Background: an optimization exercise with open tools, aiming at small area. Do not read the settings as production practice.
The RTL was checked by simulation tests, not by an equivalence proof against the original design.
Power is estimated from default activity; no workload was simulated.

==> design/flow/design.v <==
module int_action_rom #(
	parameter LC_INT_DEPTH = 13
)
(
	output	[4*LC_INT_DEPTH-1:0] int_func_id,
	output 	[(32*3)*LC_INT_DEPTH-1:0] int_payload,
	output	[2*LC_INT_DEPTH-1:0] int_cmd_len
);
wire	[4-1:0] int_func_array [0:LC_INT_DEPTH-1];
wire	[(32*3)-1:0] int_payload_array [0:LC_INT_DEPTH-1];
wire	[1:0] int_cmd_len_array [0:LC_INT_DEPTH-1];
genvar idx;
generate
	for (idx=0; idx<LC_INT_DEPTH; idx=idx+1)
	begin: INT_ACTION
		assign int_func_id[4*(idx+1)-1:4*idx] = int_func_array[idx];
		assign int_payload[(32*3)*(idx+1)-1:(32*3)*idx] = int_payload_array[idx];
		assign int_cmd_len[2*(idx+1)-1:2*idx] = int_cmd_len_array[idx];
	end
endgenerate
localparam RF_READ_INT_DEPTH = 3;
localparam RF_WRITE_INT_DEPTH = 3;
localparam MEM_READ_INT_DEPTH = 5;
wire	[7:0] rf_read_from [0:RF_READ_INT_DEPTH-1]; 
wire	[7:0] rf_read_length [0:RF_READ_INT_DEPTH-1]; 
wire	[7:0] rf_read_reply_addr[0:RF_READ_INT_DEPTH-1];  
wire	[7:0] rf_read_reply_loc[0:RF_READ_INT_DEPTH-1]; 
wire	[7:0] rf_write_to [0:5];
wire	[23:0] rf_write_data [0:5];
wire	[29:0] mem_read_start_addr [0:MEM_READ_INT_DEPTH-1];
wire	[7:0]  mem_read_reply_addr [0:MEM_READ_INT_DEPTH-1];
wire	[19:0] mem_read_length [0:MEM_READ_INT_DEPTH-1];
wire	[29:0] mem_read_reply_locs [0:MEM_READ_INT_DEPTH-1];
generate
	for (idx=0; idx<RF_READ_INT_DEPTH; idx=idx+1)
	begin: RF_READ_INT
		assign int_payload_array[idx] = (((rf_read_from[idx]<<24 | rf_read_length[idx]<<16 | rf_read_reply_addr[idx]<<8 | rf_read_reply_loc[idx])<<32*2) | {(32*2){1'b0}});	
		assign int_cmd_len_array[idx] = 2'b01;
		assign int_func_array[idx] = 4'h1;
	end
endgenerate
assign rf_read_from[0] = 8'h0;					 
assign rf_read_length[0] = 8'h0;				 
assign rf_read_reply_addr[0] = {4'd4, 4'h0}; 
assign rf_read_reply_loc[0] = 8'h0;				 
assign rf_read_from[1] = 8'h2;					 
assign rf_read_length[1] = 8'h4;				 
assign rf_read_reply_addr[1] = {4'd4, 4'h0};  
assign rf_read_reply_loc[1] = 8'h2;				 
assign rf_read_from[2] = 8'h0;					 
assign rf_read_length[2] = 8'd9;				 
assign rf_read_reply_addr[2] = {4'd4, 2'b01, 2'b00}; 
assign rf_read_reply_loc[2] = 8'd100;			 
generate
	for (idx=0; idx<RF_WRITE_INT_DEPTH; idx=idx+1)
	begin: RF_WRITE_INT
		assign int_func_array[RF_READ_INT_DEPTH+idx] = 4'h0;
	end
endgenerate
assign rf_write_to[0] = 8'b0;						 
assign rf_write_data[0] = 24'habcdef;				
assign int_cmd_len_array[RF_READ_INT_DEPTH] = 2'b01;					 
assign int_payload_array[RF_READ_INT_DEPTH] = (((rf_write_to[0]<<24 | rf_write_data[0])<<(32*2)) | {(32*2){1'b0}});	
assign rf_write_to[1] = 8'd1;						 
assign rf_write_data[1] = 24'h123456;				
assign rf_write_to[2] = 8'd3;						 
assign rf_write_data[2] = 24'h987654;				
assign int_cmd_len_array[RF_READ_INT_DEPTH+1] = 2'b10;					 
assign int_payload_array[RF_READ_INT_DEPTH+1] = (((rf_write_to[1]<<24 | rf_write_data[1])<<(32*2)) | ((rf_write_to[2]<<24 | rf_write_data[2])<<32) | {(32){1'b0}});	
assign rf_write_to[3] = 8'd2;						 
assign rf_write_data[3] = 24'h123321;				
assign rf_write_to[4] = 8'd4;						 
assign rf_write_data[4] = 24'habccba;				
assign rf_write_to[5] = 8'd6;						 
assign rf_write_data[5] = 24'h090785;				
assign int_cmd_len_array[RF_READ_INT_DEPTH+2] = 2'b11;				 
assign int_payload_array[RF_READ_INT_DEPTH+2] = ((rf_write_to[3]<<24 | rf_write_data[3])<<(32*2)) | ((rf_write_to[4]<<24 | rf_write_data[4])<<32) | (rf_write_to[5]<<24 | rf_write_data[5]);
generate
	for (idx=0; idx<MEM_READ_INT_DEPTH; idx=idx+1)
	begin: MEM_READ_INT
		assign int_payload_array[RF_READ_INT_DEPTH + RF_WRITE_INT_DEPTH + idx]	= ((((mem_read_reply_addr[idx]<<24) | (4'b0<<20) | mem_read_length[idx])<<(32*2)) | ((mem_read_start_addr[idx]<<2) | 2'b0)<<32) | ((mem_read_reply_locs[idx]<<2) | 2'b0);
	assign int_func_array[RF_READ_INT_DEPTH + RF_WRITE_INT_DEPTH + idx]		= 4'h3;
	end
endgenerate
assign mem_read_start_addr[0]	= 30'h0;			 
assign mem_read_reply_addr[0]	= {4'd4, 4'h2};  
assign mem_read_length[0]		= 20'd0;			 
assign mem_read_reply_locs[0]	= 30'd1;			 
assign int_cmd_len_array[RF_READ_INT_DEPTH+RF_WRITE_INT_DEPTH]	= 2'b11;
assign mem_read_start_addr[1]	= 30'h1;			 
assign mem_read_reply_addr[1]	= {4'd4, 4'h2};  
assign mem_read_length[1]		= 20'd4;			 
assign mem_read_reply_locs[1]	= 30'd2;			 
assign int_cmd_len_array[RF_READ_INT_DEPTH+RF_WRITE_INT_DEPTH+1]	= 2'b11;
assign mem_read_start_addr[2]	= 30'd100;			 
assign mem_read_reply_addr[2]	= {4'd3, 4'h0};  
assign mem_read_length[2]		= 20'd0;			 
assign mem_read_reply_locs[2]	= 30'd0;			 
assign int_cmd_len_array[RF_READ_INT_DEPTH+RF_WRITE_INT_DEPTH+2]	= 2'b10;
assign mem_read_start_addr[3]	= 30'd101;			 
assign mem_read_reply_addr[3]	= {4'd3, 4'h0};  
assign mem_read_length[3]		= 20'd3;			 
assign mem_read_reply_locs[3]	= 30'd0;			 
assign int_cmd_len_array[RF_READ_INT_DEPTH+RF_WRITE_INT_DEPTH+3]	= 2'b10;
assign mem_read_start_addr[4]	= 30'd0;			 
assign mem_read_reply_addr[4]	= {4'd4, 2'b01, 2'b01};  
assign mem_read_length[4]		= 20'd9;			 
assign mem_read_reply_locs[4]	= 30'd0;			 
assign int_cmd_len_array[RF_READ_INT_DEPTH+RF_WRITE_INT_DEPTH+4]	= 2'b10;
assign int_cmd_len_array[RF_READ_INT_DEPTH + RF_WRITE_INT_DEPTH + MEM_READ_INT_DEPTH]	= 2'b00;	 
assign int_func_array[RF_READ_INT_DEPTH + RF_WRITE_INT_DEPTH + MEM_READ_INT_DEPTH]		= 4'b0;		 
assign int_payload_array[RF_READ_INT_DEPTH + RF_WRITE_INT_DEPTH + MEM_READ_INT_DEPTH]	= 96'b0;	 
assign int_cmd_len_array[RF_READ_INT_DEPTH + RF_WRITE_INT_DEPTH + MEM_READ_INT_DEPTH + 1]	= 2'b01;	
assign int_func_array[RF_READ_INT_DEPTH + RF_WRITE_INT_DEPTH + MEM_READ_INT_DEPTH + 1]		= 4'b1100;	 
assign int_payload_array[RF_READ_INT_DEPTH + RF_WRITE_INT_DEPTH + MEM_READ_INT_DEPTH + 1]	= 96'b0;	 
endmodule
module layer_ctrl_v3 #(
	parameter LC_INT_DEPTH = 13,
	parameter LC_MEM_STREAM_CHANNELS = 2,
	parameter LC_MEM_ADDR_WIDTH = 32,
	parameter LC_MEM_DATA_WIDTH = 32,
	parameter LC_RF_DEPTH = 64
)
(
	input		CLK,
	input		RESETn,
	output		[31:0] TX_ADDR,
	output reg	[31:0] TX_DATA,
	output reg	TX_PEND,
	output reg	TX_REQ,
	input		TX_ACK,
	output		TX_PRIORITY,
	input		[31:0] RX_ADDR,
	input		[31:0] RX_DATA,
	input		RX_PEND,
	input		RX_REQ,
	output reg	RX_ACK,
	input		RX_BROADCAST,
	input		RX_FAIL,
	input		TX_FAIL,
	input		TX_SUCC,
	output reg	TX_RESP_ACK,
	input 		RELEASE_RST_FROM_MBUS,
	output 		MEM_REQ_OUT,
	output 		MEM_WRITE,
	input		MEM_ACK_IN,
	output reg	MEM_PEND,
	output		[31:0] MEM_WR_DATA,
	input		[31:0] MEM_RD_DATA,
	output reg	[29:0] MEM_ADDR,
	input		[3:0] PREFIX_ADDR_IN,
	input		[12:0] INT_VECTOR,
	output		[12:0] CLR_INT,
	input		[4*13-1:0] INT_FU_ID,
	input		[96*13-1:0] INT_CMD,
	input		[2*13-1:0] INT_CMD_LEN,
	input		[24*64-1:0] REG_RD_DATA,
	output		[23:0] REG_WR_DATA,
	output		[63:0] REG_WR_EN
);
function [29:0] inc30;
	input [29:0] a;
	integer i;
	reg c;
	begin
		c = 1'b1;
		for (i=0; i<30; i=i+1) begin
			inc30[i] = a[i] ^ c;
			c = a[i] & c;
		end
	end
endfunction
function [19:0] dec20;
	input [19:0] a;
	integer i;
	reg b;
	begin
		b = 1'b1;
		for (i=0; i<20; i=i+1) begin
			dec20[i] = a[i] ^ b;
			b = (~a[i]) & b;
		end
	end
endfunction
function [20:0] inc20c;
	input [19:0] a;
	integer i;
	reg c;
	begin
		c = 1'b1;
		for (i=0; i<20; i=i+1) begin
			inc20c[i] = a[i] ^ c;
			c = a[i] & c;
		end
		inc20c[20] = c;
	end
endfunction
function lt20;
	input [19:0] a;
	input [19:0] b;
	integer i;
	reg l;
	begin
		l = 1'b0;
		for (i=0; i<20; i=i+1)
			l = ((~a[i]) & b[i]) | (~(a[i] ^ b[i]) & l);
		lt20 = l;
	end
endfunction
wire	RESETn_local = (RESETn & (~RELEASE_RST_FROM_MBUS));
localparam LC_STATE_IDLE		= 4'd0;
localparam LC_STATE_RF_READ 	= 4'd1;
localparam LC_STATE_RF_WRITE 	= 4'd2;
localparam LC_STATE_MEM_READ 	= 4'd3;
localparam LC_STATE_MEM_WRITE 	= 4'd4;
localparam LC_STATE_BUS_TX		= 4'd5;
localparam LC_STATE_WAIT_CPL	= 4'd6;
localparam LC_STATE_ERROR		= 4'd7;
localparam LC_STATE_INT_ARBI	= 4'd8;
localparam LC_STATE_INT_HANDLED	= 4'd9;
localparam LC_STATE_CLR_INT		= 4'd10;
localparam LC_STATE_STREAM_ALERT= 4'd11;
localparam LC_STATE_STREAM_WRITE= 4'd12;
localparam MEM_READ_WAIT_START_ADDRESS	= 3'd1;
localparam MEM_READ_WAIT_DEST_LOCATION	= 3'd2;
localparam MEM_READ_TX_DEST_LOC			= 3'd3;
localparam MEM_READ_ACCESS_READ			= 3'd4;
localparam MEM_READ_ACCESS_WAIT			= 3'd5;
localparam MEM_READ_TX_WAIT				= 3'd6;
localparam RF_WRITE_LOAD			= 3'd1;
localparam RF_WRITE_STREAM_COUNTER	= 3'd2;
localparam RF_WRITE_STREAM_LOAD		= 3'd3;
localparam RF_WRITE_CHECK			= 3'd4;
localparam RF_WRITE_RECEIVE			= 3'd5;
localparam RF_WRITE_INT_COPY		= 3'd6;
localparam STREAM_MEM_WRITE			= 3'd1;
localparam STREAM_MEM_WAIT			= 3'd2;
localparam STREAM_MEM_REG_UPDATE	= 3'd3;
localparam STREAM_RECEIVE			= 3'd5;
localparam STREAM_REG2_UPDATE	= 3'd0;
localparam STREAM_REG2_LOAD		= 3'd1;
localparam STREAM_REG2_WR_DELAY	= 3'd2;
localparam STREAM_REG3_UPDATE	= 3'd3;
localparam STREAM_REG3_LOAD		= 3'd4;
localparam STREAM_REG3_WR_DELAY	= 3'd5;
localparam STREAM_ERROR_CHECK	= 3'd6;
reg		TX_ACK_DL1, TX_ACK_DL2;
reg		RX_REQ_DL1, RX_REQ_DL2;
reg		TX_FAIL_DL1, TX_FAIL_DL2;
reg		TX_SUCC_DL1, TX_SUCC_DL2;
reg		RX_FAIL_DL1, RX_FAIL_DL2;
reg		RX_PEND_DL2;
reg		MEM_ACK_IN_DL1, MEM_ACK_IN_DL2;
reg		[12:0] INT_VECTOR_DL1, INT_VECTOR_clocked;
reg		[3:0]	lc_state, next_lc_state;
reg		rx_pend_reg, next_rx_pend_reg;
reg		[2:0]	mem_sub_state, next_mem_sub_state;
reg		next_tx_pend, next_tx_req, next_rx_ack, next_tx_resp_ack;
reg		[1:0] wr_mode, next_wr_mode;
reg		clr_v, next_clr_v;
reg		layer_interrupted, next_layer_interrupted;
reg		mem_write, next_mem_write, mem_read, next_mem_read;
reg		stream_alert_double_bf, next_stream_alert_double_bf;
reg		stream_alert_overflow, next_stream_alert_overflow;
reg		stream_alert_buf_full, next_stream_alert_buf_full;
reg		[19:0] dma_counter, next_dma_counter;
reg		[31:0] rx_dat_buffer, next_rx_dat_buffer;
reg		[7:0]	tx_addr, next_tx_addr;
reg		[31:0] next_tx_data;
reg		[5:0]	rf_idx, next_rf_idx;
reg		[3:0]	int_idx, next_int_idx;
reg		[1:0]	int_cmd_cnt, next_int_cmd_cnt;
reg		[29:0] next_mem_aout;
reg		next_mem_pend;
reg		stream_channel, next_stream_channel;
reg		[2:0] stream_reg_update_state, next_stream_reg_update_state;
assign	TX_ADDR = {24'b0, tx_addr};
assign	TX_PRIORITY = 1'b0;
assign	CLR_INT = clr_v ? (13'd1 << int_idx) : 13'd0;
assign	MEM_REQ_OUT = (mem_write | mem_read);
assign	MEM_WRITE = mem_write;
assign	MEM_WR_DATA = rx_dat_buffer;
assign	REG_WR_DATA = rx_dat_buffer[23:0];
reg		[5:0] wr_idx;
always @*
begin
	case (wr_mode)
		2'd2:	wr_idx = {rx_dat_buffer[29:25], 1'b1};
		2'd3:	wr_idx = {3'b101, ~stream_channel, 1'b1, stream_reg_update_state[0]};
		default:	wr_idx = rx_dat_buffer[29:24];
	endcase
end
assign	REG_WR_EN = (wr_mode != 2'd0) ? (64'd1 << wr_idx) : 64'd0;
wire	[29:0] mem_addr_inc = inc30(MEM_ADDR);
wire	[19:0] dma_counter_dec = dec20(dma_counter);
reg		[31:0] ld_next_rx_dat_buffer;
reg		[7:0] ld_next_tx_addr;
reg		[31:0] ld_next_tx_data;
reg		[5:0] ld_next_rf_idx;
reg		[3:0] ld_next_int_idx;
reg		[1:0] ld_next_int_cmd_cnt;
reg		[29:0] ld_next_mem_aout;
reg		[0:0] ld_next_mem_pend;
reg		[0:0] ld_next_stream_channel;
reg		[2:0] ld_next_stream_reg_update_state;
reg		[19:0] ld_next_dma_counter;
wire	[23:0] rf_in_array [0:63];
genvar gi;
generate
	for (gi=0; gi<64; gi=gi+1)
	begin: UNPACK
		assign rf_in_array[gi] = REG_RD_DATA[24*gi +: 24];
	end
endgenerate
wire	[63:0] rf_sel = 64'd1 << rf_idx;
reg		[23:0] rf_rd_data;
integer ri;
always @*
begin
	rf_rd_data = 24'd0;
	for (ri=0; ri<64; ri=ri+1)
		rf_rd_data = rf_rd_data | (rf_in_array[ri] & {24{rf_sel[ri]}});
end
wire	[7:0] rf_dma_length = rx_dat_buffer[23:16];
wire	[5:0] rf_idx_temp = rx_dat_buffer[29:24];
wire	[7:0] rf_relay_addr = rx_dat_buffer[15:8];
wire	[3:0] interrupt_functional_id [0:12];
wire	[95:0] interrupt_payload [0:12];
wire	[1:0] interrupt_command_length [0:12];
generate
	for (gi=0; gi<13; gi=gi+1)
	begin: UNPACK_INT
		assign interrupt_functional_id[gi] = INT_FU_ID[4*gi +: 4];
		assign interrupt_payload[gi] = INT_CMD[96*gi +: 96];
		assign interrupt_command_length[gi] = INT_CMD_LEN[2*gi +: 2];
	end
endgenerate
reg		[3:0] int_first;
integer k;
always @*
begin
	int_first = 4'd0;
	for (k=12; k>=0; k=k-1)
		if (INT_VECTOR_clocked[k])
			int_first = k;
end
wire	[23:0] stream_reg0 = stream_channel ? rf_in_array[40] : rf_in_array[44];
wire	[23:0] stream_reg1 = stream_channel ? rf_in_array[41] : rf_in_array[45];
wire	[23:0] stream_reg2 = stream_channel ? rf_in_array[42] : rf_in_array[46];
wire	[23:0] stream_reg3 = stream_channel ? rf_in_array[43] : rf_in_array[47];
wire	stream_remaining	= lt20(stream_reg3[19:0], stream_reg2[19:0]);
wire	stream_enable		= stream_reg2[23];
wire	stream_wrapping		= stream_reg2[22];
wire	stream_double_bf	= stream_reg2[21];
wire	[29:0] stream_write_buffer_base = {stream_reg1[15:0], stream_reg0[15:2]};
wire	[29:0] stream_write_buffer_tagt = stream_write_buffer_base + stream_reg3[19:0];
wire	channel_enable_set = ((rx_dat_buffer[31:24] == 8'd46) | (rx_dat_buffer[31:24] == 8'd42)) & rx_dat_buffer[23];
wire	[23:0] sys_reg_bulk_mem = rf_in_array[50];
wire	bulk_enable = sys_reg_bulk_mem[23];
wire	bulk_ctrl_active = sys_reg_bulk_mem[22];
wire	[19:0] bulk_max_length = sys_reg_bulk_mem[19:0];
always @ (posedge CLK or negedge RESETn_local)
begin
	if (~RESETn_local)
		RX_PEND_DL2 <= 1'b0;
	else if (RX_REQ_DL1 & ~RX_REQ_DL2)
		RX_PEND_DL2 <= RX_PEND;
	else if (~RX_REQ_DL1)
		RX_PEND_DL2 <= 1'b0;
end
always @ (posedge CLK or negedge RESETn_local)
begin
	if (~RESETn_local)
	begin
		TX_ACK_DL1 <= 0;
		TX_ACK_DL2 <= 0;
		RX_REQ_DL1 <= 0;
		RX_REQ_DL2 <= 0;
		TX_FAIL_DL1 <= 0;
		TX_FAIL_DL2 <= 0;
		TX_SUCC_DL1 <= 0;
		TX_SUCC_DL2 <= 0;
		RX_FAIL_DL1 <= 0;
		RX_FAIL_DL2 <= 0;
		MEM_ACK_IN_DL1 <= 0;
		MEM_ACK_IN_DL2 <= 0;
		INT_VECTOR_DL1 <= 0;
		INT_VECTOR_clocked <= 0;
	end
	else
	begin
		TX_ACK_DL1 <= TX_ACK;
		TX_ACK_DL2 <= TX_ACK_DL1;
		RX_REQ_DL1 <= RX_REQ;
		RX_REQ_DL2 <= RX_REQ_DL1;
		TX_FAIL_DL1 <= TX_FAIL;
		TX_FAIL_DL2 <= TX_FAIL_DL1;
		TX_SUCC_DL1 <= TX_SUCC;
		TX_SUCC_DL2 <= TX_SUCC_DL1;
		RX_FAIL_DL1 <= RX_FAIL;
		RX_FAIL_DL2 <= RX_FAIL_DL1;
		MEM_ACK_IN_DL1 <= MEM_ACK_IN;
		MEM_ACK_IN_DL2 <= MEM_ACK_IN_DL1;
		INT_VECTOR_DL1 <= INT_VECTOR;
		INT_VECTOR_clocked <= INT_VECTOR_DL1;
	end
end
always @ (posedge CLK or negedge RESETn_local)
begin
	if (~RESETn_local)
	begin
		lc_state <= LC_STATE_IDLE;
		rx_pend_reg <= 0;
		mem_sub_state <= 0;
		TX_REQ <= 0;
		TX_PEND <= 0;
		RX_ACK	<= 0;
		TX_RESP_ACK <= 0;
		wr_mode <= 2'd0;
		clr_v <= 0;
		layer_interrupted <= 0;
		mem_write 	<= 0;
		mem_read 	<= 0;
		stream_alert_double_bf <= 1'b0;
		stream_alert_overflow <= 1'b0;
		stream_alert_buf_full <= 1'b0;
	end
	else
	begin
		lc_state <= next_lc_state;
		rx_pend_reg <= next_rx_pend_reg;
		mem_sub_state <= next_mem_sub_state;
		TX_REQ <= next_tx_req;
		TX_PEND <= next_tx_pend;
		RX_ACK	<= next_rx_ack;
		TX_RESP_ACK <= next_tx_resp_ack;
		wr_mode <= next_wr_mode;
		clr_v <= next_clr_v;
		layer_interrupted <= next_layer_interrupted;
		mem_write	<= next_mem_write;
		mem_read 	<= next_mem_read;
		stream_alert_double_bf <= next_stream_alert_double_bf;
		stream_alert_overflow <= next_stream_alert_overflow;
		stream_alert_buf_full <= next_stream_alert_buf_full;
	end
end
integer bi;
always @ (posedge CLK)
begin
	for (bi = 0; bi < 20; bi = bi + 1) if (ld_next_dma_counter[bi]) dma_counter[bi] <= next_dma_counter[bi];
	for (bi = 0; bi < 32; bi = bi + 1) if (ld_next_rx_dat_buffer[bi]) rx_dat_buffer[bi] <= next_rx_dat_buffer[bi];
	for (bi = 0; bi < 8; bi = bi + 1) if (ld_next_tx_addr[bi]) tx_addr[bi] <= next_tx_addr[bi];
	for (bi = 0; bi < 32; bi = bi + 1) if (ld_next_tx_data[bi]) TX_DATA[bi] <= next_tx_data[bi];
	for (bi = 0; bi < 6; bi = bi + 1) if (ld_next_rf_idx[bi]) rf_idx[bi] <= next_rf_idx[bi];
	for (bi = 0; bi < 4; bi = bi + 1) if (ld_next_int_idx[bi]) int_idx[bi] <= next_int_idx[bi];
	for (bi = 0; bi < 2; bi = bi + 1) if (ld_next_int_cmd_cnt[bi]) int_cmd_cnt[bi] <= next_int_cmd_cnt[bi];
	for (bi = 0; bi < 30; bi = bi + 1) if (ld_next_mem_aout[bi]) MEM_ADDR[bi] <= next_mem_aout[bi];
	if (ld_next_mem_pend) MEM_PEND <= next_mem_pend;
	if (ld_next_stream_channel) stream_channel <= next_stream_channel;
	for (bi = 0; bi < 3; bi = bi + 1) if (ld_next_stream_reg_update_state[bi]) stream_reg_update_state[bi] <= next_stream_reg_update_state[bi];
end
always @ *
begin
	next_lc_state = lc_state;
	next_rx_pend_reg = rx_pend_reg;
	next_mem_sub_state = mem_sub_state;
	next_dma_counter = {20{1'bx}};
	ld_next_dma_counter = {20{1'b0}};
	next_rx_dat_buffer = {32{1'bx}};
	ld_next_rx_dat_buffer = {32{1'b0}};
	next_tx_addr = {8{1'bx}};
	ld_next_tx_addr = {8{1'b0}};
	next_tx_data = {32{1'bx}};
	ld_next_tx_data = {32{1'b0}};
	next_tx_pend = TX_PEND;
	next_tx_req = TX_REQ;
	next_rx_ack = RX_ACK;
	next_tx_resp_ack = TX_RESP_ACK;
	next_wr_mode	= 2'd0;
	next_rf_idx = {6{1'bx}};
	ld_next_rf_idx = {6{1'b0}};
	next_clr_v = clr_v;
	next_int_idx = {4{1'bx}};
	ld_next_int_idx = {4{1'b0}};
	next_layer_interrupted = layer_interrupted;
	next_int_cmd_cnt = {2{1'bx}};
	ld_next_int_cmd_cnt = {2{1'b0}};
	next_mem_aout = {30{1'bx}};
	ld_next_mem_aout = {30{1'b0}};
	next_mem_write = mem_write;
	next_mem_read = mem_read;
	next_mem_pend = {1{1'bx}};
	ld_next_mem_pend = {1{1'b0}};
	next_stream_channel = {1{1'bx}};
	ld_next_stream_channel = {1{1'b0}};
	next_stream_reg_update_state = {3{1'bx}};
	ld_next_stream_reg_update_state = {3{1'b0}};
	next_stream_alert_double_bf = stream_alert_double_bf;
	next_stream_alert_overflow = stream_alert_overflow;
	next_stream_alert_buf_full = stream_alert_buf_full;
	if ((~(RX_REQ_DL2 | RX_FAIL_DL2)) & RX_ACK)
		next_rx_ack = 0;
	if (clr_v & (~INT_VECTOR_clocked[int_idx]))
		next_clr_v = 0;
	if (TX_ACK_DL2 & TX_REQ)
		next_tx_req = 0;
	if (TX_SUCC_DL2 | TX_FAIL_DL2)
		next_tx_resp_ack = 1;
	if ((~(TX_SUCC_DL2 | TX_FAIL_DL2)) & TX_RESP_ACK)
		next_tx_resp_ack = 0;
	if (TX_FAIL_DL2 & (~TX_RESP_ACK) & (TX_REQ))
		next_tx_req = 0;
	if (MEM_ACK_IN_DL2 & MEM_REQ_OUT)
	begin
		next_mem_read = 0;
		next_mem_write = 0;
	end
	case (lc_state)
		LC_STATE_IDLE:
		begin
			next_mem_sub_state = 0;
			next_tx_pend = 0;
			next_layer_interrupted = 0;
			if (stream_alert_overflow | stream_alert_double_bf | stream_alert_buf_full)
				next_lc_state = LC_STATE_STREAM_ALERT;
			else if ((INT_VECTOR_clocked != 0) && (~clr_v))
			begin
				begin next_int_idx = int_first; ld_next_int_idx = {4{1'b1}}; end
				begin next_dma_counter = {16'b0, int_first}; ld_next_dma_counter = {20{1'b1}}; end
				next_lc_state = LC_STATE_INT_ARBI;
			end
			else
			begin
				if (RX_REQ_DL2 | RX_FAIL_DL2)
					next_rx_ack = 1;
				if (RX_REQ_DL2 & (~RX_ACK))
				begin
					begin next_rx_dat_buffer = RX_DATA; ld_next_rx_dat_buffer = {32{1'b1}}; end
					next_rx_pend_reg = RX_PEND_DL2;
					case (RX_ADDR[3:0])
						4'h1: begin next_lc_state = LC_STATE_RF_READ; end
						4'h0: begin next_lc_state = LC_STATE_RF_WRITE; end
						4'h3: begin next_lc_state = LC_STATE_MEM_READ; end
						4'h2: begin next_lc_state = LC_STATE_MEM_WRITE; end
						default:
						begin
							if ((RX_ADDR[3:2]==2'b01) && (RX_ADDR[1]==1'b0))
							begin
								begin next_stream_channel = RX_ADDR[0]; ld_next_stream_channel = {1{1'b1}}; end
								next_lc_state = LC_STATE_STREAM_WRITE;
							end
							else if (RX_PEND_DL2)   
								next_lc_state = LC_STATE_ERROR;
						end
					endcase
				end
			end
		end
		LC_STATE_RF_READ:
		begin
			case (mem_sub_state)
				0:
				begin
					if (~rx_pend_reg)
					begin
						begin next_dma_counter = {12'b0, rf_dma_length}; ld_next_dma_counter = {20{1'b1}}; end
						begin next_rf_idx = rf_idx_temp; ld_next_rf_idx = {6{1'b1}}; end
						next_mem_sub_state = 1;
						begin next_tx_addr = rf_relay_addr; ld_next_tx_addr = {8{1'b1}}; end
					end
					else	 
					begin
						next_lc_state = LC_STATE_ERROR;
						next_mem_sub_state = 0;
					end
				end
				1:
				begin
					if (~TX_REQ & ~TX_ACK_DL2)
					begin
						begin next_tx_data = {rx_dat_buffer[7:0], rf_rd_data}; ld_next_tx_data = {32{1'b1}}; end
						next_tx_req = 1;
						next_lc_state = LC_STATE_BUS_TX;
						next_mem_sub_state = 2;
						if (dma_counter != 0)
						begin
							next_tx_pend = 1;
							begin next_dma_counter = dma_counter_dec; ld_next_dma_counter = {20{1'b1}}; end
						end
						else
							next_tx_pend = 0;
					end
				end
				2:
				begin
					begin next_rx_dat_buffer[7:0] = rx_dat_buffer[7:0] + ((&rf_idx) ? 8'hc1 : 8'h01); ld_next_rx_dat_buffer[7:0] = {8{1'b1}}; end
					begin next_rf_idx = rf_idx + 1'b1; ld_next_rf_idx = {6{1'b1}}; end
					next_mem_sub_state = 1;
				end
			endcase
		end
		LC_STATE_RF_WRITE:
		begin
			case (mem_sub_state)
				0:
				begin
					next_mem_sub_state = RF_WRITE_LOAD;
				end
				RF_WRITE_LOAD:
				begin
					next_wr_mode = (rx_dat_buffer[31:30] == 2'b00) ? 2'd1 : 2'd0;
					if (channel_enable_set)	 
						next_mem_sub_state = RF_WRITE_STREAM_COUNTER;
					else
						next_mem_sub_state = RF_WRITE_CHECK;
				end
				RF_WRITE_STREAM_COUNTER:
				begin
					begin next_rx_dat_buffer[23:0] = 24'd0; ld_next_rx_dat_buffer[23:0] = {24{1'b1}}; end		 
					next_mem_sub_state = RF_WRITE_STREAM_LOAD;
				end
				RF_WRITE_STREAM_LOAD:
				begin
					next_wr_mode = 2'd2;
					next_mem_sub_state = RF_WRITE_CHECK;
				end
				RF_WRITE_CHECK:
				begin
					if (layer_interrupted)
						next_mem_sub_state = RF_WRITE_INT_COPY;
					else
					begin
						if (rx_pend_reg)
							next_mem_sub_state = RF_WRITE_RECEIVE;
						else
							next_lc_state = LC_STATE_IDLE;
					end
				end
				RF_WRITE_RECEIVE:
				begin
					if (RX_REQ_DL2 & (~RX_ACK))
					begin
						next_rx_ack = 1;
						next_mem_sub_state = 0;
						begin next_rx_dat_buffer = RX_DATA; ld_next_rx_dat_buffer = {32{1'b1}}; end
						next_rx_pend_reg = RX_PEND_DL2;
					end
					else if ((RX_FAIL_DL2) & (~RX_ACK))
					begin
						next_rx_ack = 1;
						next_lc_state = LC_STATE_IDLE;
					end
				end
				RF_WRITE_INT_COPY:
				begin
					next_mem_sub_state = 0;
					begin next_int_cmd_cnt = int_cmd_cnt + 1'b1; ld_next_int_cmd_cnt = {2{1'b1}}; end
					if (rx_pend_reg)
					begin
						if (int_cmd_cnt==interrupt_command_length[int_idx])
							next_rx_pend_reg = 1'b0;
						else
							next_rx_pend_reg = 1'b1;
						case(int_cmd_cnt)
							2'b10: begin begin next_rx_dat_buffer = interrupt_payload[int_idx][63:32]; ld_next_rx_dat_buffer = {32{1'b1}}; end end
							2'b11: begin begin next_rx_dat_buffer = interrupt_payload[int_idx][31:0]; ld_next_rx_dat_buffer = {32{1'b1}}; end end
						endcase
					end
					else
						next_lc_state = LC_STATE_CLR_INT;
				end
				default:
				begin
				end
			endcase
		end
		LC_STATE_MEM_READ:
		begin
			case (mem_sub_state)
				0:
				begin
					begin next_dma_counter = rx_dat_buffer[19:0]; ld_next_dma_counter = {20{1'b1}}; end
					begin next_tx_addr = rx_dat_buffer[31:24]; ld_next_tx_addr = {8{1'b1}}; end
					if (rx_pend_reg)
						next_mem_sub_state = MEM_READ_WAIT_START_ADDRESS;
					else
						next_lc_state = LC_STATE_IDLE;
				end
				MEM_READ_WAIT_START_ADDRESS:
				begin
					if (layer_interrupted)
					begin
						next_tx_pend = 1;
						begin next_mem_aout = interrupt_payload[int_idx][63:34]; ld_next_mem_aout = {30{1'b1}}; end
						if (interrupt_command_length[int_idx]==2'b11)
							next_mem_sub_state = MEM_READ_WAIT_DEST_LOCATION;
						else
							next_mem_sub_state = MEM_READ_ACCESS_READ;
					end
					else
					begin
						if (RX_REQ_DL2 & (~RX_ACK))
						begin
							next_tx_pend = 1;
							next_rx_ack = 1;
							begin next_mem_aout = RX_DATA[31:2]; ld_next_mem_aout = {30{1'b1}}; end
							if (RX_PEND_DL2)
								next_mem_sub_state = MEM_READ_WAIT_DEST_LOCATION;
							else
								next_mem_sub_state = MEM_READ_ACCESS_READ;
						end
						else if (RX_FAIL_DL2 & (~RX_ACK))
						begin
							next_rx_ack = 1;
							next_lc_state = LC_STATE_IDLE;
						end
					end
				end
				MEM_READ_WAIT_DEST_LOCATION:
				begin
					if (layer_interrupted)
					begin
						begin next_tx_data = {interrupt_payload[int_idx][31:2], 2'b00}; ld_next_tx_data = {32{1'b1}}; end
						next_mem_sub_state = MEM_READ_TX_DEST_LOC;
					end
					else
					begin
						if (RX_REQ_DL2 & (~RX_ACK))
						begin
							next_rx_ack = 1;
							begin next_tx_data = {RX_DATA[31:2], 2'b00}; ld_next_tx_data = {32{1'b1}}; end
							if (RX_PEND_DL2)  
							begin
								next_rx_pend_reg = 1;
								next_mem_sub_state = 0;
								next_lc_state = LC_STATE_ERROR;
							end
							else
								next_mem_sub_state = MEM_READ_TX_DEST_LOC;
						end
						else if (RX_FAIL_DL2 & (~RX_ACK))
						begin
							next_rx_ack = 1;
							next_lc_state = LC_STATE_IDLE;
						end
					end
				end
				MEM_READ_TX_DEST_LOC:
				begin
					if (~TX_REQ & ~TX_ACK_DL2)
					begin
						next_tx_req = 1;
						next_mem_sub_state = MEM_READ_ACCESS_READ;
						next_lc_state = LC_STATE_BUS_TX;
					end
				end
				MEM_READ_ACCESS_READ:
				begin
					if (~MEM_REQ_OUT)
					begin
						next_mem_read = 1;
						next_mem_sub_state = MEM_READ_ACCESS_WAIT;
						begin next_mem_pend = (dma_counter != 0); ld_next_mem_pend = {1{1'b1}}; end
					end
				end
				MEM_READ_ACCESS_WAIT:
				begin
					if (MEM_ACK_IN_DL2)  
						next_mem_sub_state = MEM_READ_TX_WAIT;
				end
				MEM_READ_TX_WAIT:
				begin
					if (~TX_REQ & ~TX_ACK_DL2)
					begin
						next_tx_req = 1;
						begin next_tx_data = MEM_RD_DATA; ld_next_tx_data = {32{1'b1}}; end
						next_lc_state = LC_STATE_BUS_TX;
						next_mem_sub_state = MEM_READ_ACCESS_READ;
						begin next_mem_aout = mem_addr_inc; ld_next_mem_aout = {30{1'b1}}; end
						if (dma_counter != 0)
						begin
							begin next_dma_counter = dma_counter_dec; ld_next_dma_counter = {20{1'b1}}; end
							next_tx_pend = 1;
						end
						else
							next_tx_pend = 0;
					end
				end
				default:
				begin
				end
			endcase
		end
		LC_STATE_MEM_WRITE:
		begin
			case (mem_sub_state)
				0:
				begin
					begin next_mem_aout = rx_dat_buffer[31:2]; ld_next_mem_aout = {30{1'b1}}; end
					begin next_dma_counter = bulk_max_length; ld_next_dma_counter = {20{1'b1}}; end
					if (~rx_pend_reg)  
						next_lc_state = LC_STATE_IDLE;
					else if (~bulk_enable)	 
					begin
						next_mem_sub_state = 0;
						next_lc_state = LC_STATE_ERROR;
					end
					else
						next_mem_sub_state = 1;
				end
				1:
				begin
					if (RX_REQ_DL2 & (~RX_ACK))
					begin
						next_rx_ack = 1;
						next_mem_sub_state = 2;
						begin next_rx_dat_buffer = RX_DATA; ld_next_rx_dat_buffer = {32{1'b1}}; end
						next_rx_pend_reg = RX_PEND_DL2;
					end
					else if (RX_FAIL_DL2 & (~RX_ACK))
					begin
						next_rx_ack = 1;
						next_lc_state = LC_STATE_IDLE;
					end
				end
				2:
				begin
					if (~MEM_REQ_OUT)
					begin
						next_mem_write = 1;
						next_mem_sub_state = 3;
						if ((bulk_ctrl_active) && (dma_counter==0))
							begin next_mem_pend = 0; ld_next_mem_pend = {1{1'b1}}; end
						else
							begin next_mem_pend = rx_pend_reg; ld_next_mem_pend = {1{1'b1}}; end
					end
				end
				3:
				begin
					if (MEM_ACK_IN_DL2)
					begin
						if (rx_pend_reg)
						begin
							if ((dma_counter != 0) || (~bulk_ctrl_active))
							begin
								if (bulk_ctrl_active)
									begin next_dma_counter = dma_counter_dec; ld_next_dma_counter = {20{1'b1}}; end
								begin next_mem_aout = mem_addr_inc; ld_next_mem_aout = {30{1'b1}}; end
								next_mem_sub_state = 1;
							end
							else
							begin
								next_mem_sub_state = 0;
								next_lc_state = LC_STATE_ERROR;
							end
						end
						else
							next_lc_state = LC_STATE_IDLE;
					end
				end
				default:
				begin
				end
			endcase
		end
		LC_STATE_STREAM_WRITE:
		begin
			case (mem_sub_state)
				0:
				begin
					if (stream_enable)
					begin
						begin next_mem_aout = stream_write_buffer_tagt; ld_next_mem_aout = {30{1'b1}}; end
						begin next_mem_pend = ((stream_wrapping & rx_pend_reg) | (rx_pend_reg & stream_remaining)); ld_next_mem_pend = {1{1'b1}}; end
						next_mem_sub_state = STREAM_MEM_WRITE;
					end
					else
					begin
						if (rx_pend_reg)
						begin
							next_mem_sub_state = 0;
							next_lc_state = LC_STATE_ERROR;
						end
						else
							next_lc_state = LC_STATE_IDLE;
					end
				end
				STREAM_MEM_WRITE:
				begin
					if (~MEM_REQ_OUT)
					begin
						next_mem_write = 1;
						next_mem_sub_state = STREAM_MEM_WAIT;
					end
				end
				STREAM_MEM_WAIT:
				begin
					begin next_dma_counter = 1; ld_next_dma_counter = {20{1'b1}}; end
					begin next_stream_reg_update_state = STREAM_REG2_UPDATE; ld_next_stream_reg_update_state = {3{1'b1}}; end
					if (MEM_ACK_IN_DL2)
						next_mem_sub_state = STREAM_MEM_REG_UPDATE;
				end
				STREAM_MEM_REG_UPDATE:
				begin
					case (stream_reg_update_state)
						STREAM_REG2_UPDATE:
						begin
							begin next_stream_reg_update_state = STREAM_REG3_UPDATE; ld_next_stream_reg_update_state = {3{1'b1}}; end
							if (~stream_remaining)
							begin
								if (~stream_wrapping)
								begin
									begin next_rx_dat_buffer[23:0] = {1'b0, stream_reg2[22:0]}; ld_next_rx_dat_buffer[23:0] = {24{1'b1}}; end  
									begin next_stream_reg_update_state = STREAM_REG2_LOAD; ld_next_stream_reg_update_state = {3{1'b1}}; end
								end
								if (stream_alert_buf_full)
									next_stream_alert_overflow = 1'b1;
								else
									next_stream_alert_buf_full = 1'b1;
							end
						end
						STREAM_REG2_LOAD:
						begin
							next_wr_mode = 2'd3;
							begin next_stream_reg_update_state = STREAM_REG2_WR_DELAY; ld_next_stream_reg_update_state = {3{1'b1}}; end
						end
						STREAM_REG2_WR_DELAY:
						begin
							if (dma_counter != 0)
								begin next_dma_counter = dma_counter_dec; ld_next_dma_counter = {20{1'b1}}; end
							else
							begin
								begin next_dma_counter = 1; ld_next_dma_counter = {20{1'b1}}; end
								begin next_stream_reg_update_state = STREAM_REG3_UPDATE; ld_next_stream_reg_update_state = {3{1'b1}}; end
							end
						end
						STREAM_REG3_UPDATE:
						begin
							begin next_stream_reg_update_state = STREAM_ERROR_CHECK; ld_next_stream_reg_update_state = {3{1'b1}}; end
							if (stream_remaining)
							begin
								begin next_rx_dat_buffer[23:0] = {3'b0, inc20c(stream_reg3[19:0])}; ld_next_rx_dat_buffer[23:0] = {24{1'b1}}; end
								begin next_stream_reg_update_state = STREAM_REG3_LOAD; ld_next_stream_reg_update_state = {3{1'b1}}; end
								if ((stream_reg3[18:0]==stream_reg2[19:1]) && (stream_double_bf))
									next_stream_alert_double_bf = 1'b1;
							end
							else
							begin
								if (stream_wrapping)
								begin
									begin next_stream_reg_update_state = STREAM_REG3_LOAD; ld_next_stream_reg_update_state = {3{1'b1}}; end
									begin next_rx_dat_buffer[23:0] = 24'd0; ld_next_rx_dat_buffer[23:0] = {24{1'b1}}; end		 
								end
							end
						end
						STREAM_REG3_LOAD:
						begin
							next_wr_mode = 2'd3;
							begin next_stream_reg_update_state = STREAM_REG3_WR_DELAY; ld_next_stream_reg_update_state = {3{1'b1}}; end
						end
						STREAM_REG3_WR_DELAY:
						begin
							if (dma_counter != 0)
								begin next_dma_counter = dma_counter_dec; ld_next_dma_counter = {20{1'b1}}; end
							else
							begin
								begin next_dma_counter = 1; ld_next_dma_counter = {20{1'b1}}; end
								begin next_stream_reg_update_state = STREAM_ERROR_CHECK; ld_next_stream_reg_update_state = {3{1'b1}}; end
							end
						end
						STREAM_ERROR_CHECK:
						begin
							if ((~stream_enable) & (rx_pend_reg))
							begin
								next_mem_sub_state = 0;
								next_lc_state = LC_STATE_ERROR;
							end
							else if (MEM_PEND)
								next_mem_sub_state = STREAM_RECEIVE;
							else
								next_lc_state = LC_STATE_IDLE;
						end
						default:
						begin
						end
					endcase
				end
				STREAM_RECEIVE:
				begin
					if (RX_REQ_DL2 & (~RX_ACK))
					begin
						next_rx_ack = 1;
						next_mem_sub_state = 0;
						begin next_rx_dat_buffer = RX_DATA; ld_next_rx_dat_buffer = {32{1'b1}}; end
						next_rx_pend_reg = RX_PEND_DL2;
					end
					else if ((RX_FAIL_DL2) & (~RX_ACK))
					begin
						next_rx_ack = 1;
						next_lc_state = LC_STATE_IDLE;
					end
				end
				default:
				begin
				end
			endcase
		end
		LC_STATE_STREAM_ALERT:
		begin
			if (~TX_REQ & ~TX_ACK_DL2)
			begin
				next_tx_req = 1;
				begin next_tx_addr = stream_reg0[23:16]; ld_next_tx_addr = {8{1'b1}}; end
				begin next_tx_data = {stream_reg1[23:16], PREFIX_ADDR_IN, 2'b01, 1'b0, stream_channel,
								stream_enable, stream_alert_buf_full, stream_alert_double_bf, stream_alert_overflow, 12'b0}; ld_next_tx_data = {32{1'b1}}; end
				next_tx_pend = 0;
				next_lc_state = LC_STATE_BUS_TX;
				next_stream_alert_double_bf = 1'b0;
				next_stream_alert_overflow = 1'b0;
				next_stream_alert_buf_full = 1'b0;
			end
		end
		LC_STATE_BUS_TX:
		begin  
			if (TX_FAIL_DL2)
				next_lc_state = LC_STATE_CLR_INT;
			else if (TX_ACK_DL2)
			begin
				if (TX_PEND)
					next_lc_state = mem_sub_state[1] ? LC_STATE_RF_READ : LC_STATE_MEM_READ;
				else
					next_lc_state = LC_STATE_WAIT_CPL;
			end
		end
		LC_STATE_WAIT_CPL:
		begin
			if (TX_SUCC_DL2 | TX_FAIL_DL2)
				next_lc_state = LC_STATE_CLR_INT;
		end
		LC_STATE_INT_ARBI:
		begin
			if (dma_counter == 0)
				next_lc_state = LC_STATE_INT_HANDLED;
			else
				begin next_dma_counter = dma_counter_dec; ld_next_dma_counter = {20{1'b1}}; end
		end
		LC_STATE_INT_HANDLED:
		begin
			next_layer_interrupted = 1;
			if ((interrupt_command_length[int_idx])==2'b00)
				next_lc_state = LC_STATE_CLR_INT;
			else
			begin
				begin next_rx_dat_buffer = interrupt_payload[int_idx][95:64]; ld_next_rx_dat_buffer = {32{1'b1}}; end
				case (interrupt_functional_id[int_idx])
					4'h0: begin next_lc_state = LC_STATE_RF_WRITE; next_rx_pend_reg = interrupt_command_length[int_idx][1]; begin next_int_cmd_cnt = 2; ld_next_int_cmd_cnt = {2{1'b1}}; end end
					4'h1: begin next_lc_state = LC_STATE_RF_READ; next_rx_pend_reg = 0; end
					4'h3: begin next_lc_state = LC_STATE_MEM_READ; next_rx_pend_reg = 1; end
					default: begin next_lc_state = LC_STATE_CLR_INT; end	 
				endcase
			end
		end
		LC_STATE_ERROR:
		begin
			case (mem_sub_state)
				0:
				begin
					if (RX_REQ_DL2 & (~RX_ACK))
					begin
						next_rx_pend_reg = RX_PEND_DL2;
						next_mem_sub_state = 1;
					end
				end
				1:
				begin
					if (~rx_pend_reg)
					begin
						next_rx_ack = 1;
						next_lc_state = LC_STATE_IDLE;
					end
					else if (RX_FAIL_DL2)
					begin
						next_rx_ack = 1;
						next_lc_state = LC_STATE_IDLE;
					end
				end
				default:
				begin
				end
			endcase
		end
		LC_STATE_CLR_INT:
		begin
			next_lc_state = LC_STATE_IDLE;
			if (layer_interrupted)
				next_clr_v = 1'b1;
		end
		default:
		begin
		end
	endcase
end
endmodule
module layer_ctrl_top (
	input		CLK,
	input		RESETn,
	output		[32-1:0] TX_ADDR,
	output		[32-1:0] TX_DATA,
	output		TX_PEND,
	output		TX_REQ,
	input		TX_ACK,
	output		TX_PRIORITY,
	input		[32-1:0] RX_ADDR,
	input		[32-1:0] RX_DATA,
	input		RX_PEND,
	input		RX_REQ,
	output		RX_ACK,
	input		RX_BROADCAST,
	input		RX_FAIL,
	input		TX_FAIL,
	input		TX_SUCC,
	output		TX_RESP_ACK,
	output		MEM_REQ_OUT,
	output		MEM_WRITE,
	input		MEM_ACK_IN,
	output		MEM_PEND,
	output		[31:0] MEM_WR_DATA,
	input		[31:0] MEM_RD_DATA,
	output		[29:0] MEM_ADDR,
	input		[4-1:0] PREFIX_ADDR_IN,
	input		[12:0] INT_VECTOR,
	output		[12:0] CLR_INT,
	input		[24*64-1:0] REG_RD_DATA,
	output		[23:0] REG_WR_DATA,
	output		[63:0] REG_WR_EN
);
wire	[4*13-1:0] int_func_id;
wire	[(32*3)*13-1:0] int_payload;
wire	[2*13-1:0] int_cmd_len;
int_action_rom #(.LC_INT_DEPTH(13)) ir0 (
	.int_func_id(int_func_id),
	.int_payload(int_payload),
	.int_cmd_len(int_cmd_len)
);
layer_ctrl_v3 #(
	.LC_INT_DEPTH(13),
	.LC_MEM_STREAM_CHANNELS(2),
	.LC_MEM_ADDR_WIDTH(32),
	.LC_MEM_DATA_WIDTH(32),
	.LC_RF_DEPTH(64)
) lc0 (
	.CLK(CLK),
	.RESETn(RESETn),
	.TX_ADDR(TX_ADDR),
	.TX_DATA(TX_DATA),
	.TX_PEND(TX_PEND),
	.TX_REQ(TX_REQ),
	.TX_ACK(TX_ACK),
	.TX_PRIORITY(TX_PRIORITY),
	.RX_ADDR(RX_ADDR),
	.RX_DATA(RX_DATA),
	.RX_PEND(RX_PEND),
	.RX_REQ(RX_REQ),
	.RX_ACK(RX_ACK),
	.RX_BROADCAST(RX_BROADCAST),
	.RX_FAIL(RX_FAIL),
	.TX_FAIL(TX_FAIL),
	.TX_SUCC(TX_SUCC),
	.TX_RESP_ACK(TX_RESP_ACK),
	.RELEASE_RST_FROM_MBUS(1'b0),
	.MEM_REQ_OUT(MEM_REQ_OUT),
	.MEM_WRITE(MEM_WRITE),
	.MEM_ACK_IN(MEM_ACK_IN),
	.MEM_PEND(MEM_PEND),
	.MEM_WR_DATA(MEM_WR_DATA),
	.MEM_RD_DATA(MEM_RD_DATA),
	.MEM_ADDR(MEM_ADDR),
	.PREFIX_ADDR_IN(PREFIX_ADDR_IN),
	.INT_VECTOR(INT_VECTOR),
	.CLR_INT(CLR_INT),
	.INT_FU_ID(int_func_id),
	.INT_CMD(int_payload),
	.INT_CMD_LEN(int_cmd_len),
	.REG_RD_DATA(REG_RD_DATA),
	.REG_WR_DATA(REG_WR_DATA),
	.REG_WR_EN(REG_WR_EN)
);
endmodule
==> design/flow/flow/run.sh <==
#!/bin/bash
# Layout flow: the standard flow (standard.sh) with
#  - an area-oriented ABC script for the combinational logic in synthesis
#    (flip-flops are mapped before ABC runs, so registers are unchanged),
#  - the smallest buffer cell (buf_1) for the port buffers,
#  - extra settings below.
# Each step's full output is in the ORFS logs; this script's own output
# goes to flow.log.
set -e
HERE=$(pwd)
# ORFS scripts with the ABC script replaced (all other scripts unchanged)
mkdir -p "$HERE/scripts"
for f in "$FLOW_HOME"/scripts/*; do ln -sf "$f" "$HERE/scripts/"; done
rm -f "$HERE/scripts/abc_speed.script"
cp "$HERE/flow/abc_area.script" "$HERE/scripts/abc_speed.script"
export SCRIPTS_DIR="$HERE/scripts"
export BUFFER_PORTS_ARGS="-buffer_cell sky130_fd_sc_hd__buf_1"
if [ -f "$HERE/flow/extra.sh" ]; then source "$HERE/flow/extra.sh"; fi
bash standard.sh > flow.log 2>&1
==> design/flow/flow/abc_area.script <==
strash
dc2
resub -K 8
rewrite -z
resub -K 10 -N 2
refactor -z
dc2
resub -K 12
&get -n
&st
&dch -f
&nf -a
&st
&syn2
&dch -f
&nf -a
&put
topo
==> design/flow/flow/extra.sh <==
# IO pins also on met4 on the top and bottom edges, so that a smaller die
# holds them at the default pin spacing
export IO_PLACER_V="met2 met4"
# Pin groups for the register file inputs (see pins.tcl)
export PRE_IO_PLACEMENT_TCL="$HERE/flow/pins.tcl"
==> design/flow/flow/pins.tcl <==
# Keep the 24 input bits of each register file register together, in bit
# order, so that the read multiplexer's select line for that register stays
# local.
for {set r 0} {$r < 64} {incr r} {
  set pins {}
  for {set b 0} {$b < 24} {incr b} {
    lappend pins [get_ports "REG_RD_DATA\[[expr {$r * 24 + $b}]\]"]
  }
  set_io_pin_constraint -group -order -pin_names $pins
}
==> design/flow/standard.sh <==
#!/bin/bash
# synth_recipe.tcl (not shown) runs the flow's synth.tcl, then flattens the netlist and writes it again
# the make line also repeats each setting of config.mk as NAME=value (left out here)
make -C /OpenROAD-flow-scripts/flow DESIGN_CONFIG=/design/flow/config.mk WORK_HOME=/design/flow/orfs CLKGATE_MAP_FILE= SYNTH_SCRIPT=/design/flow/synth_recipe.tcl "${@:-finish}"
==> design/flow/config.mk <==
export PLATFORM = sky130hd
export DESIGN_NAME = layer_ctrl_top
export DESIGN_NICKNAME = layer_ctrl_top
export VERILOG_FILES = /design/flow/design.v
export SDC_FILE = /design/flow/constraint.sdc
export NUM_CORES = 4
export LEC_CHECK = 0
export CAP_MARGIN = 20
export CORE_AREA = 6 6 434 434
export CTS_CLUSTER_DIAMETER = 150
export CTS_CLUSTER_SIZE = 25
export DIE_AREA = 0 0 440 440
export PLACE_DENSITY = 0.35
export SLEW_MARGIN = 20
==> design/flow/constraint.sdc <==
create_clock -name core_clock -period 10.0 [get_ports {CLK}]
set_input_delay 2.0000 -clock core_clock [delete_from_list [all_inputs] [get_ports {CLK}]]
set_output_delay 2.0000 -clock core_clock [all_outputs]
set_load 0.01 [all_outputs]
==> impl_metrics.yaml, run 1 <==
power_and_ir_drop:
  p_leak_nw: 11.5
  max-vdd-ir-drop_mv: 0.134
  power_density_nw_per_um2: 72.4
floorplanning:
  core-area_um2: 181000
  die-height_um: 440
  fp.dieArea_um2: 194000
  io-pin-count: 1894
  die_w_um: 440
  initial_core_util: 0.124
  rows: 156
drt:
  drt_drc_violations_left: 0
  detailroute.via_count: 52137
  antenna_violating_nets_post_route: 0
  drt-vias-per-instance: 6.67
  drt-wirelength-per-cell_um: 81.1
  detail_route.first_pass.iterations: 12
  drt-initial-drc-count: 11894
  route.final.wire_length_um: 634000
setup_path:
  regToRegSetupSlack_ns: 2.72
  timing.critical_path.from: "REG_RD_DATA[1128]"
  total_buffers_and_inverters_traversed_by_the_critical_path: 2
  worstSetupStartpointType: "input pin"
  crit_required_ns: 10.29
  largest_stage_delay_worst_path_ns: 0.49
  worst_path_max_delay_cell: "sky130_fd_sc_hd__mux2i_1"
  critical_path.most_common_cell: "sky130_fd_sc_hd__a21oi_1"
  end_kind: "register"
  worst_r2r_startpoint: "lc0.stream_channel$_DFFE_PP_"
  crit_path_max_fanout: 4
  capture_point_of_the_worst_path: "lc0.MEM_ADDR[26]$_DFFE_PP_"
  critical_path_arrival_ns: 8.43
  worstSetupPathType: "input pin to register"
  rr_worst_depth: 27
  worst-path-stages: 27
  cp_top_family: "compound AO/OA/AOI/OAI gates"
  critical_path.reg2reg.endpoint: "lc0.MEM_ADDR[26]$_DFFE_PP_"
yosys:
  synth.largest_area_cell: "sky130_fd_sc_hd__edfxtp_1"
  synth.most_common_cell: "sky130_fd_sc_hd__nand2_1"
  synthesis.area_um2: 22500
  yosys_register_bits: 199
  post_synth_main_area_contributors: "sky130_fd_sc_hd__edfxtp_1, sky130_fd_sc_hd__a222oi_1, sky130_fd_sc_hd__a22oi_1"
  post-synth-top-area-fraction: 0.185
  register_area_share_after_synthesis: 0.252
  synth.lib_cells_used.distinct: 61
  mapped_cells: 2705
  syn_area_per_cell_um2: 8.32
  number_of_synthesized_flops_with_an_enable_pin: 139
  total_number_of_yosys_warnings: 2
  synth.top_cells.by_count: "sky130_fd_sc_hd__nand2_1, sky130_fd_sc_hd__a222oi_1, sky130_fd_sc_hd__nor2_1, sky130_fd_sc_hd__a22oi_1, sky130_fd_sc_hd__edfxtp_1"
  ys.flop_type: "sky130_fd_sc_hd__edfxtp_1"
  synth_async_sr_flop_share: 0.302
timing:
  timing.final.crit_share: 0.815
  hold_viol_final: 0
  final_period_minus_worst_setup_slack_ns: 8.15
  grt_setup_unrepaired: "false"
  setup_tns_ns: 0
  finalSetupViolations: 0
  worstMarginPinSlew_ns: 1.61
  postLayoutSetupSlackWorst_ns: 1.85
  maxSlewHeadroom: -0.0748
  slew_viol_final: 5
  fmax_ghz: 0.123
  fin_worst_skew_ns: 0.0253
cells_and_area:
  areaGrowthSynthToFinish_pct: 62.7
  registers_with_the_most_flip_flops: "lc0.TX_DATA: 32 flops, lc0.rx_dat_buffer: 32 flops, lc0.MEM_ADDR: 30 flops"
  drive_gt1_frac: 0.0817
  finish.cell_count_without_fillers: 7813
  design_area_um2: 36600
  nNetsFinal: 6569
clock_tree:
  insertion_delay_ns: 0.59
  cts_setup_buffers: 0
  cts_tree: "done"
  root_buffer: "sky130_fd_sc_hd__clkbuf_16"
  h_tree_depth: 4
  cts_sinks: 199
  ctsHoldBuffers: 0
  clk_transition_reported_paths_ns: 0.09
  maximum_clock_insertion_buffer_count: 2
  cts-resized-gates: 0
  cts-buffers-inserted: 17
placed_design:
  portBuffers: 1839
  gpl.final_weighted_congestion: 1.17
  dp_hpwl_um: 559000
  detailed_place.area_um2: 34300
  pre_cts_ws_ns: 1.63
  dpl.cell_count: 7140
run_status:
  failed_layout_checks: "max-slew violations"
  status: "complete, but fails checks"
grt:
  track_usage: 0.618
  number_of_global_route_vias_before_repair: 43256
  grt_pass1_wl_um: 720000
  maximum_number_of_pins_on_one_net_before_global_route_repair: 61
  number_of_antenna_violations_at_the_first_check_in_global_routing: 774
  grt_overflow: 0
run:
  max-cap-violations: 0
worst_hold_path:
  min-delay-path-class: "register to register"
## worst min path at each step
| stage | startpoint | end | slack, ns | cells after the start |
|---|---|---|---|---|
| after detailed placement | lc0.MEM_ACK_IN_DL1$_DFF_PN0_ | lc0.MEM_ACK_IN_DL2$_DFF_PN0_ | 0.34 | 0 |
| after CTS | lc0.INT_VECTOR_DL1[1]$_DFF_PN0_ | lc0.INT_VECTOR_clocked[1]$_DFF_PN0_ | 0.36 | 0 |
| after global placement | lc0.MEM_ACK_IN_DL1$_DFF_PN0_ | lc0.MEM_ACK_IN_DL2$_DFF_PN0_ | 0.33 | 0 |
| after floorplan | lc0.INT_VECTOR_DL1[0]$_DFF_PN0_ | lc0.INT_VECTOR_clocked[0]$_DFF_PN0_ | 0.33 | 0 |
| final | lc0.INT_VECTOR_DL1[2]$_DFF_PN0_ | lc0.INT_VECTOR_clocked[2]$_DFF_PN0_ | 0.36 | 0 |
| after global routing | lc0.MEM_ACK_IN_DL1$_DFF_PN0_ | lc0.MEM_ACK_IN_DL2$_DFF_PN0_ | 0.36 | 0 |
## worst reg2reg max path, cell delays in order (launching register included)
cell and delay (ns):
sky130_fd_sc_hd__edfxtp_1 0.38, sky130_fd_sc_hd__buf_12 0.31, sky130_fd_sc_hd__mux2i_1 0.60, sky130_fd_sc_hd__clkinv_1 0.41, sky130_fd_sc_hd__ha_1 0.36, sky130_fd_sc_hd__fa_1 0.43
sky130_fd_sc_hd__a21o_1 0.19, sky130_fd_sc_hd__a21oi_1 0.29, sky130_fd_sc_hd__o21bai_1 0.13, sky130_fd_sc_hd__a21oi_1 0.30, sky130_fd_sc_hd__o21bai_1 0.16, sky130_fd_sc_hd__a21oi_1 0.27
sky130_fd_sc_hd__o21bai_1 0.12, sky130_fd_sc_hd__a21oi_1 0.28, sky130_fd_sc_hd__o21bai_1 0.13, sky130_fd_sc_hd__a21oi_1 0.26, sky130_fd_sc_hd__o21bai_1 0.11, sky130_fd_sc_hd__a21oi_1 0.25
sky130_fd_sc_hd__o21bai_1 0.11, sky130_fd_sc_hd__a21oi_1 0.27, sky130_fd_sc_hd__o21bai_1 0.11, sky130_fd_sc_hd__a21oi_1 0.25, sky130_fd_sc_hd__o21bai_1 0.10, sky130_fd_sc_hd__a21oi_1 0.42
sky130_fd_sc_hd__or2_0 0.37, sky130_fd_sc_hd__nor2_1 0.11, sky130_fd_sc_hd__xor2_1 0.16, sky130_fd_sc_hd__o21ai_0 0.10
## layout by cell type (no fill, tap or decap), types with 78 or more instances in the layout
cell type	netlist	layout
sky130_fd_sc_hd__diode_2	0	635
sky130_fd_sc_hd__buf_1	0	1835
sky130_fd_sc_hd__edfxtp_1	139	139
sky130_fd_sc_hd__nor2_1	272	196
sky130_fd_sc_hd__clkinv_1	78	78
sky130_fd_sc_hd__nand3_1	84	82
sky130_fd_sc_hd__a222oi_1	291	291
sky130_fd_sc_hd__o21ai_0	135	133
sky130_fd_sc_hd__buf_4	49	246
sky130_fd_sc_hd__a22oi_1	245	245
sky130_fd_sc_hd__nand2_1	327	325
sky130_fd_sc_hd__a21oi_1	127	127
sky130_fd_sc_hd__ha_1	114	114
sky130_fd_sc_hd__nand4_1	135	135
## layer usage
layer  track usage  vias up  part of all wire
li1              -    16487                 -
met5        0.0721        -            0.0011
met3         0.372     2673              0.14
met2         0.807     6817              0.38
met1         0.627    26080              0.34
met4         0.706       80              0.14
## power by group
part	switching [mW]	internal (mW)	total, mW
Clock	0.463	0.343	0.806
Combinational	0.733	0.218	0.951
Sequential	0.00716	0.886	0.893
## stage by stage
step / hold WS (ns) / power (mW) / util
after floorplan: 0.331 / 1.04 / -
after global placement: 0.333 / 1.75 / 0.189
after detailed placement: 0.336 / 1.75 / 0.189
after CTS: 0.357 / 2.55 / 0.193
after global routing: 0.362 / 2.61 / 0.199
final: 0.356 / 2.65 / 0.202
## layout make-up
cell class / instances / area, um^2
antenna: 635 / 1590
fill: 21530 / 145000
multi-input combinational: 2403 / 16600
tap: 2370 / 2970
timing repair buffer: 2096 / 8840
sequential: 199 / 5680
inverter: 78 / 293
clock inverter: 13 / 148
clock buffer: 19 / 443
## cell families (layout without fill, tap and decap cells)
logic type,after synthesis,count (layout),share of synthesized area
adders and majority gates,115,115,0.0643
AOI/OAI and AO/OA,1113,1113,0.384
other,1,660,0.000167
buffers and inverters,127,2206,0.0294
xor gates and xnor gates,39,39,0.0152
and+or+nand+nor,1017,1017,0.211
muxes,94,94,0.0443
DFF,199,199,0.252
==> run 2, diff against run 1 <==
==> design/flow/flow/extra.sh (replaced) <==
# IO pins also on met4 on the top and bottom edges, so that a smaller die
# holds them at the default pin spacing
export IO_PLACER_V="met2 met4"
removed: design/flow/flow/pins.tcl
==> run 2 against run 1 <==
  * Now clean on timing, DRC and antenna
  * Routed wire length is 14% lower
  * Clock skew shrank 0.0079 ns
  * Highest routed layer unchanged
  * First-iteration DRC count decreased by 17%
  * Core utilization is 0.095 points lower
  * Global-route usage is 8.1 points lower
  * Non-clock buffer count down 52
  * Critical path type unchanged
  * Largest power group is now sequential cells
  * Flip-flop and latch count unchanged
  * Maximum frequency up 1.2%
  * Critical path depth unchanged
  * Worst setup slack gained 0.097 ns
  * Power down 13%
  * Area after synthesis did not move
==> impl_metrics.yaml, run 2 <==
drt:
  route.final.wire_length_um: 545000
  drt-vias-per-instance: 6.05
  detailroute.via_count: 47080
  antenna_violating_nets_post_route: 0
  drt-wirelength-per-cell_um: 70.0
yosys:
  synth.most_common_cell: "sky130_fd_sc_hd__nand2_1"
  syn_area_per_cell_um2: 8.32
  post_synth_main_area_contributors: "sky130_fd_sc_hd__edfxtp_1, sky130_fd_sc_hd__a222oi_1, sky130_fd_sc_hd__a22oi_1"
  yosys_register_bits: 199
  synth_top_family_by_area: "compound AO/OA/AOI/OAI gates"
  total_number_of_yosys_warnings: 2
  mapped_cells: 2705
  post-synth-top-area-fraction: 0.185
  synth.top_cells.by_count: "sky130_fd_sc_hd__nand2_1, sky130_fd_sc_hd__a222oi_1, sky130_fd_sc_hd__nor2_1, sky130_fd_sc_hd__a22oi_1, sky130_fd_sc_hd__edfxtp_1"
  xor_xnor_portion_of_the_synthesized_cell_area: 0.0152
  synthesis.area_um2: 22500
  number_of_synthesized_flops_with_an_enable_pin: 139
timing:
  setup_tns_ns: 0
  finalSetupViolations: 0
  final_period_minus_worst_setup_slack_ns: 8.05
  fmax_ghz: 0.124
  worstMarginPinSlew_ns: 1.32
  hold_viol_final: 0
clock_tree:
  cts_setup_buffers: 0
  ctsHoldBuffers: 0
  insertion_delay_ns: 0.58
  cts-buffers-inserted: 17
  cts_sinks: 199
setup_path:
  crit_required_ns: 10.31
  regToRegSetupSlack_ns: 2.62
  critical_path.reg2reg.endpoint: "lc0.MEM_ADDR[26]$_DFFE_PP_"
  crit_path_max_fanout: 4
  worstSetupPathType: "input pin to register"
cells_and_area:
  seq_area_um2: 5680
  finish.cell_count_without_fillers: 7780
  fillers: 21523
  final_cell_mix: "sky130_fd_sc_hd__buf_1, sky130_fd_sc_hd__nand2_1, sky130_fd_sc_hd__a222oi_1"
  multi_input_comb_area_um2: 16900
  nNetsFinal: 6517
power_and_ir_drop:
  p_leak_nw: 11.3
placed_design:
  gpl.final_weighted_congestion: 1.12
grt:
  number_of_antenna_violations_at_the_first_check_in_global_routing: 751
  number_of_global_route_vias_before_repair: 42577
floorplanning:
  io-pin-count: 1894
  fp.dieArea_um2: 194000
  die_w_um: 440
worst_hold_path:
  min-delay-path-class: "register to register"
run_status:
  status: "no timing/DRC/antenna violations"
run:
  max-cap-violations: 0
[run 2: cell counts after synthesis]
No cell type changed its count.
[run 2: layer usage]
layer / part of all wire / wire [um] / GRT usage
met1: 0.31 / 171000 / 0.522
met2: 0.41 / 223000 / 0.767
met5: 0.0012 / 639 / 0.0101
met3: 0.10 / 57000 / 0.217
met4: 0.17 / 92500 / 0.715
[run 2: stage by stage]
step           utilization  hold WS [ns]  power, mW  instance area [um^2]  setup WS [ns]
2_1_floorplan            -         0.331       1.04                 22600           2.28
3_3_place_gp         0.189         0.333       1.53                 34200           1.63
3_5_place_dp         0.189         0.335       1.53                 34300           1.65
4_1_cts              0.192         0.353       2.27                 34800           2.22
5_1_grt              0.198         0.358       2.34                 35900           1.89
6_report             0.201         0.351       2.30                 36400           1.95
[run 2: cell families (layout without fill, tap and decap cells)]
group / Yosys count / count (layout)
AOI/OAI and AO/OA: 1113 / 1113
xor gates and xnor gates: 39 / 39
adders and majority gates: 115 / 115
buffers and inverters: 127 / 2154
DFF: 199 / 199
muxes: 94 / 94
other: 1 / 679
and+or+nand+nor: 1017 / 1017
[run 2: area by class of cell]
class | instances | share of cell area
Timing Repair Buffer | 2044 | 0.232
Sequential cell | 199 | 0.156
Clock inverter | 14 | 0.00271
Tap cell | 2370 | 0.0814
Inverter | 78 | 0.00804
Multi-Input combinational cell | 2403 | 0.463
Antenna cell | 654 | 0.0449
Clock buffer | 18 | 0.0118
[run 2: how the worst min path moves through the flow]
stage | start | to | slack [ns] | cells after the start
final | lc0.INT_VECTOR_DL1[7]$_DFF_PN0_ | lc0.INT_VECTOR_clocked[7]$_DFF_PN0_ | 0.35 | 0
after global routing | lc0.TX_ACK_DL1$_DFF_PN0_ | lc0.TX_ACK_DL2$_DFF_PN0_ | 0.36 | 0
after CTS | lc0.INT_VECTOR_DL1[10]$_DFF_PN0_ | lc0.INT_VECTOR_clocked[10]$_DFF_PN0_ | 0.35 | 0
after detailed placement | lc0.INT_VECTOR_DL1[10]$_DFF_PN0_ | lc0.INT_VECTOR_clocked[10]$_DFF_PN0_ | 0.33 | 0
after global placement | lc0.MEM_ACK_IN_DL1$_DFF_PN0_ | lc0.MEM_ACK_IN_DL2$_DFF_PN0_ | 0.33 | 0
after floorplan | lc0.INT_VECTOR_DL1[0]$_DFF_PN0_ | lc0.INT_VECTOR_clocked[0]$_DFF_PN0_ | 0.33 | 0
[run 2: power breakdown]
part | total (mW) | switching [mW] | internal, mW
combinational | 0.662 | 0.445 | 0.216
sequential | 0.893 | 0.00719 | 0.886
clock | 0.748 | 0.428 | 0.320
[run 2: worst max-delay path, stage by stage]
cell,delay (ns)
sky130_fd_sc_hd__buf_1,0.18
sky130_fd_sc_hd__mux2i_1,0.72
sky130_fd_sc_hd__clkinv_1,0.39
sky130_fd_sc_hd__ha_1,0.34
sky130_fd_sc_hd__fa_1,0.40
sky130_fd_sc_hd__a21o_1,0.19
sky130_fd_sc_hd__a21oi_1,0.22
sky130_fd_sc_hd__o21bai_1,0.12
sky130_fd_sc_hd__a21oi_1,0.35
sky130_fd_sc_hd__o21bai_1,0.13
sky130_fd_sc_hd__a21oi_1,0.40
sky130_fd_sc_hd__o21bai_1,0.11
sky130_fd_sc_hd__a21oi_1,0.26
sky130_fd_sc_hd__o21bai_1,0.09
sky130_fd_sc_hd__a21oi_1,0.24
sky130_fd_sc_hd__o21bai_1,0.09
sky130_fd_sc_hd__a21oi_1,0.24
sky130_fd_sc_hd__o21bai_1,0.10
sky130_fd_sc_hd__a21oi_1,0.28
sky130_fd_sc_hd__o21bai_1,0.11
sky130_fd_sc_hd__a21oi_1,0.28
sky130_fd_sc_hd__o21bai_1,0.09
sky130_fd_sc_hd__a21oi_1,0.25
sky130_fd_sc_hd__or2_0,0.37
sky130_fd_sc_hd__nor2_1,0.12
sky130_fd_sc_hd__xor2_1,0.15
sky130_fd_sc_hd__o21ai_0,0.10

port drivers added, routing unchanged:
Ports are ideal in the flow. The routed layouts listed here were re-timed in OpenROAD. Step 1 sets driving cells, clkbuf_16 on the clock port and buf_2 on the other inputs (assumed; they add their load-dependent delay and slew). Step 2 also shifts input and output timing later by t, the mid clock arrival at the registers, as if the neighbouring blocks saw the same clock. Three values: ideal ports, drivers, drivers and shift; two values: the first two.
run	shift t [ns]	setup WS [ns]	hold WS [ns]
run 1	0.673	1.855 / 1.923 / 1.250	0.356 / 0.356 / 0.356
run 2	0.665	1.952 / 2.022 / 1.357	0.351 / 0.351 / 0.351
For run 1, which loses most, drivers alone change the setup slack by +0.068 ns; drivers and shift together by -0.605 ns.
